Context: an optimization exercise on an open-source flow, tuned for small area and a short achievable clock period. The choices shown serve that exercise and are no tape-out recipe.
The RTL was checked by simulation tests, not by an equivalence proof against the original design.

==> flow/design.v (outline; a module is shown in full before it is edited, if it fits) <==
// module part2: 1184 lines
module part2 (
    clear,
    clock,
    digit,
    digit_valid,
    end_of_line,
    total,
    line_result
);
  // ...
==> flow/flow/run.sh <==
#!/bin/bash
# The standard layout (standard.sh), with these changes:
#  - synthesis leaves adders to ABC as plain gates (ADDER_MAP_FILE empty: no
#    full or half adder cells), so ABC can restructure the arithmetic;
#  - ABC's area script maps for a delay target (flow/abc_area.script) instead
#    of the unreachable default, so it can recover area off the critical paths;
set -euo pipefail
here=$(pwd)
rm -rf "$here/synth_scripts"
cp -r "$FLOW_HOME/scripts" "$here/synth_scripts"
cp "$here/flow/abc_area.script" "$here/synth_scripts/abc_area.script"
bash standard.sh ADDER_MAP_FILE= SCRIPTS_DIR="$here/synth_scripts" synth > synth.log 2>&1
export BUFFER_PORTS_ARGS="-buffer_cell sky130_fd_sc_hd__buf_2"
bash standard.sh ADDER_MAP_FILE= "BUFFER_PORTS_ARGS=$BUFFER_PORTS_ARGS" finish > layout.log 2>&1
==> flow/flow/abc_area.script <==
strash
dch -f
map -D 3000 -A 0.9
topo
stime -c
buffer -c
upsize -c -D 3000
dnsize -c -D 3000
==> flow/standard.sh <==
#!/bin/bash
# synth_recipe.tcl (not shown) runs the flow's synth.tcl, then flattens the netlist and writes it again
# the make line also repeats each setting of config.mk as NAME=value (left out here)
make -C /OpenROAD-flow-scripts/flow DESIGN_CONFIG=/design/flow/config.mk WORK_HOME=/design/flow/orfs CLKGATE_MAP_FILE= SYNTH_SCRIPT=/design/flow/synth_recipe.tcl "${@:-finish}"
==> flow/config.mk <==
export PLATFORM = sky130hd
export DESIGN_NAME = part2
export DESIGN_NICKNAME = part2
export VERILOG_FILES = /design/flow/design.v
export SDC_FILE = /design/flow/constraint.sdc
export NUM_CORES = 4
export LEC_CHECK = 0
export ABC_AREA = 1
export CAP_MARGIN = 20
export CORE_MARGIN = 2
export CORE_UTILIZATION = 40
export SETUP_SLACK_MARGIN = 2.6
export SLEW_MARGIN = 20
==> flow/constraint.sdc <==
create_clock -name core_clock -period 6.5 [get_ports {clock}]
set_input_delay 1.3000 -clock core_clock [delete_from_list [all_inputs] [get_ports {clock}]]
set_output_delay 1.3000 -clock core_clock [all_outputs]
set_load 0.01 [all_outputs]
==> reports/metrics.csv, run 1 <==
stage;metric;value;unit
sta;layout_setup_ws;2.79;ns
floorplanning;die_area;0.0402;mm2
critical_path;cp.arrival;4.09;ns
global_route;grt.met1_usage;29.2;%
critical_path;start_kind;flip-flop;
clock_network;post_cts_buffers;5;
place;gp_congestion;0.901;
outcome;status;finished clean;
final_layout;n_all_buffers;168;
critical_path;critPathBufInv;1;
final_layout;comb.multi_input.count;2159;
sta;max_slew.worst_pin.slew;1.06;ns
routing;route.detailed.drc;0;
critical_path;r2r_cells;23;
worst_hold_path;hold_depth;2;
synth;ys_ff_latch;160;
critical_path;critical_path_depth;23;
critical_path;r2r-end;tot[59];
routing;wl_per_cell;12.6;um
final_layout;nonClkBufAreaFrac;5.63;%
final_layout;num_antenna_cells;0;
worst_hold_path;hp-start;tot[57];
final_layout;layout-drive-gt1-share;16.2;%
global_route;grt_max_degree;98;
synth;synth-xor-area-share;13.3;%
synth;yosysWarnings;1;
synth;muxShareOfSynthArea;0;%
final_layout;areaGrowthSynthToFinish;17.4;%
place;dp_slack;2.22;ns
synth;avgSynthCellArea;5.51;um2
==> run 2, diff against run 1 <==
--- a/flow/config.mk
+++ b/flow/config.mk
@@ -10,4 +10,4 @@
 export CORE_MARGIN = 2
 export CORE_UTILIZATION = 40
-export SETUP_SLACK_MARGIN = 2.6
+export SETUP_SLACK_MARGIN = 2.2
 export SLEW_MARGIN = 20
==> reports/metrics.csv, run 2 <==
stage;metric;value;unit;change
sta;finalSetupTns;0;ns;
job;cap_violations;0;;
floorplanning;die_x;200;um;
final_layout;layout_common_cells;760 x nand2_1, 534 x nor2_1, 396 x inv_1;;
global_route;grt.met1_usage;29.1;%;-0.073 points
synth;syn_area;0.0154;mm2;
global_route;grt_usage;20.9;%;
synth;synth-edff-count;0;;
final_layout;finalNetCount;2881;;
routing;drt_iter0_drc;989;;
synth;synth_top_area_share;20.7;%;
global_route;use_met2;33.8;%;
critical_path;slowest_delay;0.36;ns;
synth;synth_common_cells;760 x nand2_1, 547 x nor2_1, 398 x inv_1, 216 x a21oi_1, 200 x o21ai_0;;
clock_network;clk_path_buf_depth;2;;
critical_path;r2r_cells;20;;-13%
synth;ys_ff_latch;160;;unchanged
critical_path;critPathMaxFanout;4;;
synth;yosysMostFrequentCell;nand2_1;;
place;port_buffers;111;;
routing;viasPerCell;4.62;;
sta;fin_skew;0.0116;ns;
clock_network;cts_tree;built;;
routing;route.detailed.drc;0;;unchanged
final_layout;stdcell_count;3397;;
global_route;grt_max_degree;98;;unchanged
worst_hold_path;worstHoldEndpoint;lp[1];;
clock_network;path_clk_slew;0.07;ns;
synth;synthFlopType;dfxtp_1;;
routing;ant_nets;0;;
critical_path;r2r_start;z[43];;
floorplanning;die_h;200;um;
sta;rsz0062_at_grt;yes;;
final_layout;largest_registers;tot (64), z (44), ls (40);;
clock_network;hold_buffers;0;;
global_route;met3_usage;3.28;%;
synth;avgSynthCellArea;5.51;um2;unchanged
sta;fmaxAchievable;0.254;GHz;
sta;post-route-min-period;3.94;ns;
routing;vias;15699;;
clock_network;numCtsBuffers;17;;
critical_path;path_cells;a21oi_2 > nor2_1 > nor2_1 > inv_1 > a21oi_1 > nor2_1 > nand2_1 > inv_1 > nand2_1 > inv_1 > nand2_1 > nor2_2 > nand2_1 > nor2_1 > xor2_1 > buf_2;;
final_layout;mostFrequentLayoutCell;nand2_1;;
place;dpl.cell_count;3360;;
final_layout;layout-drive-gt1-share;9.36;%;-6.8 points
global_route;busiest_layer;met2;;
sta;slew_headroom;28.8;%;
global_route;grt_pass1_vias;13986;;
synth;async_flop_share;0;%;
floorplanning;initial_core_util;40.8;%;
clock_network;cts_root_buf;clkbuf_16;;
worst_hold_path;hp-start;lp[1];;
critical_path;required;5.20;ns;
synth;synth_cell_types;48;;
global_route;grt_pass1_wl;69400;um;
final_layout;areaGrowthSynthToFinish;10.2;%;
critical_path;worstSetupPathType;flip-flop to output pin;;
place;gp_congestion;0.901;;unchanged
final_layout;num_antenna_cells;0;;unchanged
critical_path;start_kind;flip-flop;;
critical_path;r2r_slack;2.56;ns;
critical_path;r2r-end;ls[23];;
sta;max_slew.worst_pin.slew;1.07;ns;+0.00353 ns
final_layout;fillers;4112;;
synth;ys_top_cells_by_area;dfxtp_1 21%, nand2_1 18%, nor2_1 13%;;
outcome;status;finished clean;;
final_layout;regMostFlops;tot;;
synth;synth_top_area_cell;dfxtp_1;;
critical_path;cp_slowest_cell;dfxtp_2;;
clock_network;clock_latency;0.45;ns;
floorplanning;die_area;0.0402;mm2;unchanged
sta;hold_viol_final;0;;
worst_hold_path;hold_depth;2;;unchanged
place;dp_hpwl;33300;um;
critical_path;cp.arrival;2.64;ns;-1.45 ns
floorplanning;ios;120;;
global_route;grt_overflow;0;;
synth;yosysWarnings;1;;unchanged
sta;maxSlewViolCount;0;;
worst_hold_path;min_path_type;flip-flop to flip-flop;;
sta;min_period_over_period;60.6;%;
clock_network;cts.sinks;160;;
synth;yosysSeqAreaShare;20.7;%;
sta;setup_violations;0;;
final_layout;largest_register_ff_count;64;;
critical_path;end_kind;output pin;;
routing;firstDrtPassIters;6;;
global_route;antenna_found_initial;0;;
floorplanning;rows;71;;
synth;netlist_instances;2800;;
routing;wl_per_cell;12.4;um;-2.0%
clock_network;cts.htree.levels;4;;
floorplanning;core;0.0378;mm2;
routing;routed_wl;42000;um;
==> run 2: cell counts after synthesis <==
Identical to the previous run, type by type.
==> run 2: worst max path at each step <==
| stage | start | slack (ns) | to |
|---|---|---|---|
| 2_1_floorplan | digit[0] | 2.69 | ls[7] |
| 3_3_place_gp | digit[0] | 2.36 | ls[7] |
| 3_5_place_dp | digit[0] | 2.22 | ls[7] |
| 4_1_cts | z[28] | 2.31 | ls[31] |
| 5_1_grt | z[38] | 2.13 | ls[31] |
| 6_report | lg[0] | 2.56 | line_result[39] |
==> run 2: area by class of cell <==
cell class	instances	area, um2	share of cell area (%)
timing repair buffer	121	631	3.71
sequential	160	3220	18.9
clock buffer	21	450	2.65
inverter	414	1570	9.23
clock inverter	11	106	0.625
multi-input combinational	2159	10400	61.1
tap	511	639	3.76
==> run 2: logic make-up (layout without fill, tap and decap cells) <==
| logic type | after synthesis | in the layout | synth area share (%) |
|---|---|---|---|
| buffers and inverters | 488 | 567 | 12.6 |
| and+or+nand+nor | 1483 | 1483 | 38.7 |
| AOI/OAI and AO/OA | 436 | 436 | 14.5 |
| DFF | 160 | 160 | 20.7 |
| adders and majority gates | 3 | 3 | 0.195 |
| other | 1 | 8 | 0.0243 |
| xor gates and xnor gates | 229 | 229 | 13.3 |
==> run 2: layer usage <==
metal,up-vias,wire (um)
met1,6685,21200
met2,344,18300
met5,-,0
met4,0,479
li1,8643,-
met3,27,2070
==> run 2: timing repair <==
item                       in CTS  in global routing
gates resized for setup         0                 36
hold endpoints to repair        0                  0
buffers inserted                0                  5
setup endpoints to repair       0                 47
==> run 2: per-stage QoR <==
step                hold WS [ns]  utilization, %  cell area (um2)  worst slack [ns]
floorplan                  0.445               -            15500              2.69
global placement           0.449            43.1            16300              2.36
CTS                        0.469            44.6            16900              2.31
finish                     0.470            45.0            17000              2.56
detailed placement         0.458            43.1            16300              2.22
global route               0.488            45.0            17000              2.13
==> run 2: critical path: cells and delay by family, from the launching register on <==
kind | cells | cell delay, ns
and+or+nand+nor | 9 | 0.89
DFF | 1 | 0.36
AOI/OAI and AO/OA | 2 | 0.21
xor gates and xnor gates | 1 | 0.28
buffers and inverters | 4 | 0.45
==> run 3, diff against run 2 <==
==> flow/flow/abc_area.script (replaced) <==
strash
dch -f
map -D 3500 -A 0.9
topo
stime -c
buffer -c
upsize -c -D 3500
dnsize -c -D 3500
==> reports/metrics.csv, run 3 <==
stage;metric;value;unit;change
synth;synth_top_area_share;20.9;%;+0.10 points
synth;synth_top_area_cell;dfxtp_1;;
critical_path;crit_family;simple AND/OR/NAND/NOR gates;;
outcome;status;finished clean;;
floorplanning;die_area;0.0400;mm2;-0.49%
clock_network;clk_path_buf_depth;2;;unchanged
sta;hold_slack;0.462;ns;-0.00773 ns
critical_path;worstSetupPathType;flip-flop to flip-flop;;
critical_path;critPathBufInv;5;;+1
clock_network;cts.sinks;160;;unchanged
critical_path;cp_slowest_cell;dfxtp_4;;
sta;fin_skew;0.0139;ns;+0.00225 ns
routing;routed_wl;42700;um;+1.7%
critical_path;cp.arrival;4.49;ns;+1.85 ns
synth;yosysMostFrequentCell;nand2_1;;
clock_network;numCtsBuffers;17;;unchanged
synth;ys_top_cells_by_area;dfxtp_1 21%, nand2_1 17%, nor2_1 16%;;
critical_path;required;6.84;ns;+1.64 ns
sta;setup_violations;0;;unchanged
final_layout;regMostFlops;tot;;
floorplanning;rows;71;;unchanged
final_layout;multi_input_area;0.0103;mm2;-0.71%
global_route;grt_max_degree;98;;unchanged
worst_hold_path;hold_depth;2;;unchanged
floorplanning;die_h;200;um;-0.25%
synth;synth_cell_types;32;;-33%
final_layout;seq_area;0.00328;mm2;+1.7%
sta;finalSetupTns;0;ns;unchanged
critical_path;crit_top_cell;nor2_2;;
floorplanning;die_x;200;um;-0.25%
routing;wl_per_cell;12.3;um;-0.91%
sta;rsz0062_at_grt;yes;;
clock_network;hold_buffers;0;;unchanged
clock_network;path_clk_slew;0.07;ns;about the same
sta;hold_viol_final;0;;unchanged
global_route;grt_pass1_vias;14428;;+3.2%
final_layout;num_antenna_cells;0;;unchanged
synth;ys_ff_latch;160;;unchanged
critical_path;critical_path_depth;33;;+17
synth;yosysSeqAreaShare;20.9;%;+0.10 points
sta;layout_setup_ws;2.35;ns;-0.209 ns
floorplanning;core;0.0378;mm2;-0.23%
sta;slew_headroom;35.5;%;+6.7 points
floorplanning;initial_core_util;40.7;%;-0.11 points
global_route;antenna_found_initial;0;;unchanged
sta;fmaxAchievable;0.241;GHz;-5.0%
clock_network;cts_root_buf;clkbuf_16;;
routing;ant_nets;0;;unchanged
critical_path;start_kind;flip-flop;;
place;port_buffers;111;;unchanged
final_layout;mostFrequentLayoutCell;nand2_1;;
clock_network;cts_tree;built;;
synth;async_flop_share;0;%;unchanged
worst_hold_path;min_path_type;flip-flop to flip-flop;;
final_layout;largest_register_ff_count;64;;unchanged
final_layout;finalNetCount;2971;;+3.1%
clock_network;clock_latency;0.45;ns;about the same
routing;vias;16141;;+2.8%
place;gp_congestion;0.897;;-0.52%
final_layout;layout-drive-gt1-share;11.8;%;+2.5 points
synth;yosysWarnings;1;;unchanged
synth;syn_area;0.0154;mm2;-0.50%
sta;max_slew.worst_pin.slew;0.967;ns;-0.0998 ns
place;placed_area;0.0163;mm2;-0.39%
final_layout;largest_registers;tot (64), z (44), ls (40);;
critical_path;end_kind;flip-flop;;
synth;avgSynthCellArea;5.35;um2;-3.0%
critical_path;critPathMaxFanout;5;;+1
final_layout;areaGrowthSynthToFinish;14.1;%;
final_layout;final_area;0.0175;mm2;+3.0%
synth;synthFlopType;dfxtp_1;;
job;cap_violations;0;;unchanged
final_layout;layout_common_cells;665 x nand2_1, 623 x nor2_1, 479 x inv_1;;
global_route;grt_overflow;0;;unchanged
synth;netlist_instances;2871;;+2.5%
critical_path;r2r_cells;33;;+65%
final_layout;fillers;4044;;-1.7%
routing;firstDrtPassIters;5;;-1
global_route;grt_usage;21.6;%;+0.77 points
synth;synth_common_cells;679 x nand2_1, 671 x nor2_1, 493 x inv_1, 228 x a21oi_1, 200 x o21ai_0;;
sta;maxSlewViolCount;0;;unchanged
critical_path;slowest_delay;0.37;ns;about the same
routing;viasPerCell;4.63;;+0.16%
place;dp_slack;2.00;ns;-0.215 ns
routing;drt_iter0_drc;901;;-8.9%
sta;min_period_over_period;63.8;%;+3.2 points
routing;route.detailed.drc;0;;unchanged
synth;synth-edff-count;0;;unchanged
floorplanning;ios;120;;unchanged
place;dp_hpwl;33600;um;+0.96%
clock_network;cts.htree.levels;4;;unchanged
global_route;grt_pass1_wl;69400;um;about the same
sta;post-route-min-period;4.15;ns;+0.209 ns
-- run 3: repair_timing --
| item | in CTS | in global routing |
|---|---|---|
| setup buffers | 2 | 24 |
| endpoints found under the setup margin | 22 | 53 |
| gates resized for setup | 8 | 165 |
| pin swaps | 1 | 34 |
-- run 3: tightest hold or removal path, delay by kind of cell, from the launching register on --
kind	cells	cell delay [ns]
buffers and inverters	1	0.05
AO/OA/AOI/OAI	1	0.05
flip-flops	1	0.32
-- run 3: per-stage QoR --
step / instances / utilization [%]
floorplan: 2878 / -
global placement: 3429 / 43.1
detailed placement: 3429 / 43.1
CTS: 3463 / 44.7
global route: 3487 / 46.4
finish: 3487 / 46.4
-- run 3: path summary, 6_finish.rpt --
kind	start	endpoint	slack, ns
hold reg to reg	tot[57]	tot[57]	0.46
hold / removal	tot[57]	tot[57]	0.46
setup / recovery	ls[1]	tot[59]	2.35
setup reg to reg	ls[1]	tot[59]	2.35
-- run 3: per-layer routing --
layer	track usage, %	up-vias	wire, um
met4	6.36	0	853
met3	3.71	47	2070
met2	35.1	310	18200
met5	0	-	0
met1	29.4	6970	21600
li1	-	8814	-
-- run 3: final cells by class --
cell class / instances / area share, %
sequential: 160 / 18.7
multi-input combinational: 2141 / 58.9
timing repair buffer: 142 / 4.50
clock buffer: 20 / 2.66
clock inverter: 12 / 0.693
inverter: 501 / 10.9
tap: 511 / 3.65
-- run 3: cells by family after synthesis --
logic type | after synthesis | share of synthesized area, %
AND/OR/NAND/NOR | 1471 | 37.4
buffers and inverters | 577 | 14.6
AO/OA/AOI/OAI | 444 | 14.6
XOR/XNOR | 215 | 12.3
flip-flops | 160 | 20.9
adder cells (fa/ha/maj) | 3 | 0.196
other | 1 | 0.0244
==> run 4, diff against run 3 <==
==> flow/flow/abc_area.script (replaced) <==
strash
dch -f
map -D 2000 -A 0.9
topo
stime -c
buffer -c
upsize -c -D 2000
dnsize -c -D 2000
--- a/flow/config.mk
+++ b/flow/config.mk
@@ -10,4 +10,4 @@
 export CORE_MARGIN = 2
 export CORE_UTILIZATION = 40
-export SETUP_SLACK_MARGIN = 2.2
+export SETUP_SLACK_MARGIN = 2.9
 export SLEW_MARGIN = 20
==> reports/metrics.csv, run 4 <==
stage;metric;value;unit;change
outcome;status;finished clean;;
final_layout;layout-drive-gt1-share;14.7;%;+2.8 points
synth;async_flop_share;0;%;unchanged
sta;setup_violations;0;;unchanged
floorplanning;initial_core_util;40.6;%;-0.058 points
final_layout;seq_area;0.00328;mm2;about the same
final_layout;multi_input_area;0.0130;mm2;+26%
sta;fin_skew;0.0141;ns;+0.000252 ns
synth;synth_top_area_share;20.5;%;-0.35 points
worst_hold_path;min_path_type;flip-flop to flip-flop;;
place;port_buffers;111;;unchanged
routing;firstDrtPassIters;6;;+1
clock_network;cts.htree.levels;4;;unchanged
final_layout;layout_common_cells;912 x nand2_1, 401 x nor2_1, 328 x inv_1;;
routing;vias;20007;;+24%
worst_hold_path;worstHoldEndpoint;x0[0];;
sta;post-route-min-period;3.61;ns;-0.540 ns
global_route;grt_overflow;0;;unchanged
critical_path;r2r_slack;3.00;ns;+0.65 ns
clock_network;clock_latency;0.47;ns;+0.02 ns
floorplanning;die_x;211;um;+5.3%
critical_path;r2r_start;lg[0];;
synth;yosysMostFrequentCell;nand2_1;;
place;dpl.cell_count;3719;;+8.5%
floorplanning;rows;75;;+5.6%
place;dp_hpwl;43800;um;+30%
clock_network;cts_root_buf;clkbuf_16;;
synth;ys_top_cells_by_area;nand2_1 21%, dfxtp_1 19%, nor2_1 9.9%;;
routing;ant_nets;0;;unchanged
global_route;grt_pass1_wl;90600;um;+30%
synth;yosysSeqAreaShare;18.8;%;-2.1 points
global_route;grt_pass1_vias;17938;;+24%
critical_path;r2r_cells;19;;-42%
final_layout;areaGrowthSynthToFinish;17.0;%;
global_route;grt_usage;25.2;%;+3.6 points
critical_path;worstSetupPathType;flip-flop to output pin;;
floorplanning;die_area;0.0444;mm2;+11%
clock_network;hold_buffers;0;;unchanged
final_layout;fillers;4461;;+10%
sta;maxSlewViolCount;0;;unchanged
synth;synthFlopType;dfxtp_1;;
final_layout;utilization;47.5;%;+1.1 points
routing;routed_wl;56400;um;+32%
clock_network;path_clk_slew;0.08;ns;about the same
sta;rsz0062_at_grt;yes;;
final_layout;mostFrequentLayoutCell;nand2_1;;
final_layout;largest_registers;tot (64), z (44), ls (40);;
place;gp_congestion;0.962;;+7.3%
synth;yosysWarnings;1;;unchanged
sta;slew_headroom;39.4;%;+4.0 points
sta;min_period_over_period;55.5;%;-8.3 points
synth;ys_ff_latch;160;;unchanged
clock_network;clk_path_buf_depth;2;;unchanged
critical_path;start_kind;flip-flop;;
global_route;grt_max_degree;57;;-42%
routing;viasPerCell;5.24;;+13%
synth;synth-edff-count;0;;unchanged
worst_hold_path;hold_depth;2;;unchanged
floorplanning;core;0.0420;mm2;+11%
critical_path;required;5.20;ns;-1.64 ns
sta;hold_slack;0.474;ns;+0.0121 ns
critical_path;end_kind;output pin;;
sta;finalSetupTns;0;ns;unchanged
final_layout;stdcell_count;3815;;+9.4%
job;cap_violations;0;;unchanged
critical_path;r2r-end;tot[42];;
critical_path;critPathMaxFanout;3;;-2
critical_path;cp.arrival;2.31;ns;-2.18 ns
synth;synth_common_cells;933 x nand2_1, 450 x nor2_1, 338 x inv_1, 276 x nand3_1, 227 x a21oi_1;;
clock_network;cts_tree;built;;
final_layout;regMostFlops;tot;;
global_route;antenna_found_initial;1;;+1
sta;fmaxAchievable;0.277;GHz;+15%
routing;route.detailed.drc;0;;unchanged
final_layout;largest_register_ff_count;64;;unchanged
floorplanning;die_h;211;um;+5.3%
synth;synth_cell_types;60;;+88%
synth;synth_top_area_cell;nand2_1;;
synth;netlist_instances;3136;;+9.2%
final_layout;finalNetCount;3271;;+10%
clock_network;cts.sinks;160;;unchanged
synth;avgSynthCellArea;5.45;um2;+1.8%
final_layout;num_antenna_cells;0;;unchanged
routing;wl_per_cell;14.8;um;+21%
routing;drt_iter0_drc;1441;;+60%
sta;hold_viol_final;0;;unchanged
synth;syn_area;0.0171;mm2;+11%
sta;max_slew.worst_pin.slew;0.906;ns;-0.0609 ns
floorplanning;ios;120;;unchanged
clock_network;numCtsBuffers;17;;unchanged
worst_hold_path;hp-start;x0[0];;
## run 4: cell types whose count changed in the layout (fill, tap and decap cells not counted), moves of 28 or more
cell	change
nor2_1	-222
a31oi_1	+28
inv_1	-151
xor2_1	-48
buf_4	+33
nand4_1	+29
nand3_1	+224
nand2_1	+247
## run 4: logic make-up after synthesis
kind of cell / Yosys count / synth area share (%)
simple gates: 1833 / 45.2
compound gates: 559 / 17.9
buf+inv: 431 / 10.1
flops: 160 / 18.8
xor+xnor: 152 / 8.01
other cells: 1 / 0.0220
## run 4: critical path: stages (launching register included)
cell and delay [ns]:
dfxtp_4 0.38, a21oi_4 0.07, o21ai_2 0.14, buf_4 0.13
buf_6 0.09, nand2_4 0.04, nor2_4 0.12, nand2_2 0.09
nor3_4 0.13, and2_4 0.20, buf_12 0.12, xor2_4 0.16
buf_2 0.15
## run 4: through the flow
step	setup WS, ns	area (um2)
global placement	2.61	18000
detailed placement	2.51	18000
global route	2.76	20000
floorplan	3.28	17100
CTS	2.75	19100
finish	2.89	20000
## run 4: layer usage
layer / GRT usage [%] / vias up / share of wire (%)
li1: - / 10353 / -
met1: 33.5 / 9008 / 47
met2: 42.0 / 550 / 45
met3: 3.18 / 94 / 5.6
met4: 9.06 / 2 / 3.3
met5: 0 / - / 0.023
## run 4: how the worst max path moves through the flow
stage,from,endpoint,slack (ns),cells after the start
detailed placement,lg[0],tot[57],2.51,18
finish,lg[0],line_result[30],2.89,12
CTS,lg[0],line_result[39],2.75,12
global placement,lg[0],tot[57],2.61,18
floorplan,digit[1],ls[6],3.28,18
global route,lg[0],line_result[39],2.76,12
## run 4: final cells by class
cell class / instances / share of cell area, %
Multi-Input combinational cell: 2554 / 64.9
Sequential cell: 160 / 16.4
Inverter: 349 / 6.72
Timing Repair Buffer: 181 / 5.67
Tap cell: 539 / 3.38
Clock buffer: 18 / 2.15
Clock inverter: 14 / 0.783
## run 4: what timing repair did
| item | CTS | global route |
|---|---|---|
| gates cloned | 2 | 0 |
| pin swaps | 14 | 51 |
| gates resized for setup | 65 | 202 |
| endpoints found under the setup margin | 65 | 91 |
| buffers inserted | 30 | 32 |
==> run 5, diff against run 4 <==
==> flow/flow/abc_area.script (replaced) <==
strash
dch -f
map -D 2500 -A 0.9
topo
stime -c
buffer -c
upsize -c -D 2500
dnsize -c -D 2500
==> reports/metrics.csv, run 5 <==
stage;metric;value;unit;change
clock_network;cts_tree;built;;
synth;synth_cell_types;59;;-1.7%
critical_path;worstSetupPathType;flip-flop to output pin;;
clock_network;cts_root_buf;clkbuf_16;;
final_layout;fillers;4184;;-6.2%
global_route;grt_usage;21.4;%;-3.8 points
clock_network;clock_latency;0.46;ns;about the same
routing;drt_iter0_drc;971;;-33%
sta;max_slew.worst_pin.slew;0.939;ns;+0.0330 ns
synth;syn_area;0.0161;mm2;-5.7%
sta;min_period_over_period;54.6;%;-0.95 points
global_route;met3_usage;3.53;%;+0.35 points
global_route;grt_pass1_vias;14913;;-17%
floorplanning;initial_core_util;40.5;%;-0.093 points
sta;post-route-min-period;3.55;ns;-0.0615 ns
synth;avgSynthCellArea;5.68;um2;+4.3%
final_layout;layout-drive-gt1-share;17.0;%;+2.3 points
routing;firstDrtPassIters;5;;-1
critical_path;start_kind;flip-flop;;
synth;yosysSeqAreaShare;19.9;%;+1.1 points
synth;synth-edff-count;0;;unchanged
synth;yosysWarnings;1;;unchanged
global_route;grt.met1_usage;28.9;%;-4.6 points
clock_network;clk_path_buf_depth;2;;unchanged
global_route;grt_max_degree;96;;+68%
sta;setup_violations;0;;unchanged
synth;async_flop_share;0;%;unchanged
floorplanning;die_x;205;um;-2.8%
critical_path;end_kind;output pin;;
floorplanning;core;0.0397;mm2;-5.5%
place;port_buffers;111;;unchanged
clock_network;cts.htree.levels;4;;unchanged
place;dp_hpwl;35600;um;-19%
sta;fin_skew;0.0112;ns;-0.00293 ns
place;gp_congestion;0.910;;-5.4%
global_route;use_met2;35.3;%;-6.8 points
routing;viasPerCell;4.81;;-8.3%
routing;vias;16776;;-16%
sta;hold_slack;0.469;ns;-0.00473 ns
sta;fmaxAchievable;0.282;GHz;+1.7%
routing;ant_nets;0;;unchanged
synth;synthFlopType;dfxtp_1;;
synth;ys_ff_latch;160;;unchanged
routing;wl_per_cell;13.1;um;-11%
synth;netlist_instances;2834;;-9.6%
final_layout;seq_area;0.00329;mm2;+0.38%
global_route;grt_overflow;0;;unchanged
sta;rsz0062_at_grt;yes;;
clock_network;hold_buffers;0;;unchanged
routing;route.detailed.drc;0;;unchanged
final_layout;largest_registers;tot (64), z (44), ls (40);;
global_route;antenna_found_initial;0;;-1
sta;hold_viol_final;0;;unchanged
synth;synth_common_cells;773 x nand2_1, 490 x nor2_1, 356 x inv_1, 205 x a21oi_1, 197 x o21ai_0;;
worst_hold_path;min_path_type;flip-flop to flip-flop;;
final_layout;num_antenna_cells;0;;unchanged
final_layout;finalNetCount;2957;;-9.6%
clock_network;path_clk_slew;0.08;ns;about the same
global_route;grt_pass1_wl;73200;um;-19%
critical_path;required;5.20;ns;about the same
sta;maxSlewViolCount;0;;unchanged
critical_path;cp.arrival;2.25;ns;-0.06 ns
final_layout;layout_common_cells;758 x nand2_1, 456 x nor2_1, 350 x inv_1;;
clock_network;numCtsBuffers;17;;unchanged
synth;synth_top_area_cell;dfxtp_1;;
floorplanning;ios;120;;unchanged
critical_path;critPathMaxFanout;3;;unchanged
routing;routed_wl;45800;um;-19%
synth;ys_top_cells_by_area;dfxtp_1 20%, nand2_1 18%, nor2_1 11%;;
floorplanning;die_h;205;um;-2.8%
global_route;busiest_layer;met2;;
final_layout;mostFrequentLayoutCell;nand2_1;;
final_layout;areaGrowthSynthToFinish;16.3;%;
sta;finalSetupTns;0;ns;unchanged
final_layout;multi_input_area;0.0118;mm2;-9.1%
final_layout;regMostFlops;tot;;
synth;yosysMostFrequentCell;nand2_1;;
final_layout;largest_register_ff_count;64;;unchanged
floorplanning;die_area;0.0419;mm2;-5.6%
synth;synth_top_area_share;19.9;%;-0.62 points
outcome;status;finished clean;;
clock_network;cts.sinks;160;;unchanged
job;cap_violations;0;;unchanged
floorplanning;rows;73;;-2.7%
sta;slew_headroom;37.4;%;-2.1 points
-- run 5: cell count changes after synthesis, sizes merged, moves of 12 or more --
| cell | before | now |
|---|---|---|
| a31oi | 29 | 12 |
| a21oi | 232 | 213 |
| nor2 | 457 | 528 |
| o21bai | 15 | 2 |
| xnor2 | 50 | 77 |
| nand3 | 278 | 51 |
| xor2 | 101 | 150 |
| nand4 | 30 | 4 |
| inv | 343 | 377 |
| or2 | 51 | 68 |
| o21ai | 241 | 223 |
| nand2 | 937 | 804 |
| nand3b | 21 | 9 |
-- run 5: what timing repair did --
item                                   in CTS  in global routing
pin swaps                                  11                 59
setup buffers                               8                 39
setup endpoints to repair                  50                 80
gates resized for setup                    24                203
endpoints found under the hold margin       0                  0
gates cloned                                0                  0
-- run 5: stage by stage --
stage | setup slack [ns] | instances | area, um2 | utilization, %
after detailed placement | 2.19 | 3408 | 17000 | 42.8
after global placement | 2.27 | 3408 | 17000 | 42.8
after floorplan | 2.91 | 2841 | 16100 | -
after CTS | 2.74 | 3448 | 17700 | 44.6
final | 2.95 | 3487 | 18700 | 47.2
after global routing | 2.75 | 3487 | 18700 | 47.2
-- run 5: final timing paths --
path | cells after the start | end | slack [ns] | start
worst max-delay path | 12 | line_result[31] | 2.95 | lg[0]
worst min-delay path | 2 | tot[57] | 0.47 | tot[57]
worst max register to register | 24 | tot[58] | 2.98 | lg[0]
worst min register to register | 2 | tot[57] | 0.47 | tot[57]
-- run 5: worst max-delay path, stage by stage, from the launching register on --
cell and delay (ns):
dfxtp_4 0.37, a21oi_4 0.07, o21ai_2 0.17, buf_4 0.16, nand2_4 0.05, nor2_4 0.12, nand2_2 0.08, nor2_4 0.12
nand2_4 0.09, nor2_8 0.17, nand2_4 0.08, xnor2_4 0.18, buf_6 0.13
-- run 5: cells by family (layout without fill, tap and decap cells) --
logic type / Yosys count / after routing / share of synthesized area [%]
AND/OR/NAND/NOR: 1527 / 1527 / 40.3
AO/OA/AOI/OAI: 463 / 463 / 15.4
buffers and inverters: 452 / 573 / 11.2
XOR/XNOR: 227 / 227 / 12.9
flip-flops: 160 / 160 / 19.9
adder cells (fa/ha/maj): 4 / 4 / 0.264
other: 1 / 8 / 0.0233
-- run 5: routing by layer --
metal  wire length, um  part of all wire (%)
met3              1900                   4.1
met4               784                   1.7
met5                 0                     0
met1             22300                    49
met2             20800                    45
-- run 5: cell type report --
cell class | count | area share, %
Multi-Input combinational cell | 2229 | 62.9
Tap cell | 525 | 3.51
Clock buffer | 17 | 2.27
Clock inverter | 15 | 0.922
Inverter | 380 | 7.77
Timing Repair Buffer | 161 | 5.11
Sequential cell | 160 | 17.6
==> run 6, diff against run 5 <==
--- a/flow/config.mk
+++ b/flow/config.mk
@@ -10,4 +10,4 @@
 export CORE_MARGIN = 2
 export CORE_UTILIZATION = 40
-export SETUP_SLACK_MARGIN = 2.9
+export SETUP_SLACK_MARGIN = 2.6
 export SLEW_MARGIN = 20
==> reports/metrics.csv, run 6 <==
stage;metric;value;unit;change
synth;syn_area;0.0161;mm2;unchanged
synth;yosysMostFrequentCell;nand2_1;;
floorplanning;core;0.0397;mm2;unchanged
floorplanning;initial_core_util;40.5;%;unchanged
critical_path;cp.arrival;2.39;ns;+0.14 ns
place;gp_congestion;0.905;;-0.58%
sta;maxSlewViolCount;0;;unchanged
final_layout;regMostFlops;tot;;
final_layout;final_area;0.0178;mm2;-5.2%
sta;hold_viol_final;0;;unchanged
floorplanning;die_h;205;um;unchanged
final_layout;mostFrequentLayoutCell;nand2_1;;
routing;firstDrtPassIters;5;;unchanged
synth;avgSynthCellArea;5.68;um2;unchanged
floorplanning;rows;73;;unchanged
clock_network;cts_tree;built;;
sta;post-route-min-period;3.69;ns;+0.147 ns
clock_network;clock_latency;0.46;ns;about the same
final_layout;finalNetCount;2920;;-1.3%
sta;finalSetupTns;0;ns;unchanged
global_route;antenna_found_initial;0;;unchanged
worst_hold_path;hold_depth;2;;unchanged
global_route;grt_pass1_wl;73400;um;+0.23%
critical_path;required;5.20;ns;about the same
critical_path;critPathMaxFanout;4;;+1
global_route;met3_usage;3.72;%;+0.19 points
clock_network;numCtsBuffers;17;;unchanged
synth;synth_cell_types;59;;unchanged
place;port_buffers;111;;unchanged
synth;netlist_instances;2834;;unchanged
routing;vias;16353;;-2.5%
sta;fin_skew;0.0105;ns;-0.000720 ns
global_route;busiest_layer;met2;;
clock_network;clk_path_buf_depth;2;;unchanged
global_route;use_met2;35.1;%;-0.21 points
synth;yosysWarnings;1;;unchanged
sta;max_slew.worst_pin.slew;0.987;ns;+0.0483 ns
routing;routed_wl;44700;um;-2.4%
sta;fmaxAchievable;0.271;GHz;-4.0%
synth;synth_top_area_cell;dfxtp_1;;
outcome;status;finished clean;;
routing;wl_per_cell;13.0;um;-1.3%
routing;viasPerCell;4.74;;-1.5%
clock_network;cts.sinks;160;;unchanged
synth;synth_common_cells;773 x nand2_1, 490 x nor2_1, 356 x inv_1, 205 x a21oi_1, 197 x o21ai_0;;
synth;synth-edff-count;0;;unchanged
place;placed_area;0.0170;mm2;about the same
global_route;grt_max_degree;97;;+1.0%
global_route;grt_pass1_vias;14770;;-0.96%
critical_path;start_kind;flip-flop;;
synth;ys_ff_latch;160;;unchanged
sta;setup_violations;0;;unchanged
clock_network;cts_root_buf;clkbuf_16;;
synth;synthFlopType;dfxtp_1;;
floorplanning;die_area;0.0419;mm2;unchanged
global_route;grt_usage;21.6;%;+0.19 points
synth;synth_top_area_share;19.9;%;unchanged
routing;route.detailed.drc;0;;unchanged
global_route;grt_overflow;0;;unchanged
final_layout;largest_register_ff_count;64;;unchanged
synth;ys_top_cells_by_area;dfxtp_1 20%, nand2_1 18%, nor2_1 11%;;
floorplanning;die_x;205;um;unchanged
sta;slew_headroom;33.8;%;-3.6 points
synth;yosysSeqAreaShare;19.9;%;unchanged
critical_path;worstSetupPathType;flip-flop to output pin;;
final_layout;utilization;44.7;%;-2.5 points
final_layout;num_antenna_cells;0;;unchanged
critical_path;end_kind;output pin;;
place;dp_hpwl;35600;um;about the same
floorplanning;ios;120;;unchanged
job;cap_violations;0;;unchanged
clock_network;path_clk_slew;0.07;ns;about the same
final_layout;layout-drive-gt1-share;12.1;%;-4.8 points
clock_network;cts.htree.levels;4;;unchanged
routing;ant_nets;0;;unchanged
worst_hold_path;min_path_type;flip-flop to flip-flop;;
sta;rsz0062_at_grt;yes;;
final_layout;layout_common_cells;771 x nand2_1, 478 x nor2_1, 354 x inv_1;;
final_layout;areaGrowthSynthToFinish;10.3;%;
final_layout;largest_registers;tot (64), z (44), ls (40);;
clock_network;hold_buffers;0;;unchanged
synth;async_flop_share;0;%;unchanged
sta;min_period_over_period;56.8;%;+2.3 points
critical_path;r2r_cells;21;;-13%
global_route;grt.met1_usage;29.5;%;+0.61 points
routing;drt_iter0_drc;1116;;+15%
[run 6: metrics by stage]
step | setup slack [ns] | instances | hold slack (ns)
after floorplan | 2.76 | 2841 | 0.445
after global placement | 2.32 | 3409 | 0.446
after detailed placement | 2.27 | 3409 | 0.453
after CTS | 2.62 | 3442 | 0.464
after global routing | 2.60 | 3450 | 0.484
final | 2.81 | 3450 | 0.459
[run 6: final cells by class]
| cell class | instances | area (um2) |
|---|---|---|
| clock buffers | 22 | 464 |
| clock inverters | 10 | 78.8 |
| fillers | 4236 | 22000 |
| inverters | 380 | 1430 |
| multi-input cells | 2229 | 11300 |
| flip-flops and latches | 160 | 3230 |
| well taps | 525 | 657 |
| repair buffers | 124 | 653 |
[run 6: final timing paths]
check | startpoint | end | slack (ns)
setup / recovery | lg[0] | line_result[31] | 2.81
hold / removal | tot[57] | tot[57] | 0.46
setup reg to reg | z[31] | ls[31] | 2.92
hold reg to reg | tot[57] | tot[57] | 0.46
[run 6: critical path: stages, from the launching register on]
cell	delay, ns
dfxtp_2	0.37
a21oi_2	0.10
o21ai_2	0.17
buf_4	0.14
nand2_2	0.06
nor2_4	0.11
nand2_2	0.09
nor2_4	0.18
nand2_4	0.09
nor2_8	0.11
nand2_1	0.09
xnor2_2	0.23
buf_2	0.17
[run 6: per-layer routing]
metal	up-vias	routed length (um)	part of all wire, %
li1	8875	-	-
met1	7124	22500	50
met2	308	19500	44
met3	46	1940	4.3
met4	0	799	1.8
met5	-	0	0
[run 6: timing repair]
item                                    CTS  global route
endpoints found under the setup margin    3            42
setup buffers                             1             8
pin swaps                                 2            11
resized for setup                         3            50
[run 6: logic make-up (layout without fill, tap and decap cells)]
logic type               Yosys count  in the layout  share of synthesized area, %
AO/OA/AOI/OAI                    463            463                          15.4
XOR/XNOR                         227            227                          12.9
adder cells (fa/ha/maj)            4              4                         0.264
buffers and inverters            452            536                          11.2
flip-flops                       160            160                          19.9
other                              1              8                        0.0233
AND/OR/NAND/NOR                 1527           1527                          40.3

[what the ideal ports hide]
Ports are ideal in the flow. The routed layouts listed here were re-timed in OpenROAD.
Step 1: set_driving_cell puts a clkbuf_16 on clock and a buf_2 on each other input, an assumption about the parent block.
Step 2 moves the port delays by t, midway between the first and last clock arrival at a register: inputs arrive t later, outputs are due t later. That takes back most of the time a late clock gives input paths.
Three values: no drivers, after step 1, after step 2; two values: the first two.
| run | t (ns) | setup WS [ns] | worst setup path after step 2 | worst data-port slew with drivers (ns) |
|---|---|---|---|---|
| run 1 | 0.496 | 2.785 / 2.744 / 2.472 | input to register | 0.03 |
| run 2 | 0.494 | 2.560 / 2.505 / 2.216 | input to register | 0.03 |
| run 3 | 0.501 | 2.351 / 2.351 / 2.252 | input to register | 0.03 |
| run 4 | 0.514 | 2.891 / 2.838 / 2.708 | input to register | 0.04 |
| run 5 | 0.512 | 2.952 / 2.896 / 2.625 | input to register | 0.03 |
| run 6 | 0.508 | 2.806 / 2.751 / 2.444 | input to register | 0.03 |
After both steps setup and hold are still met in every run listed. The setup slack of run 6, which loses most, moves by -0.055 ns with the drivers and by -0.362 ns with both steps.
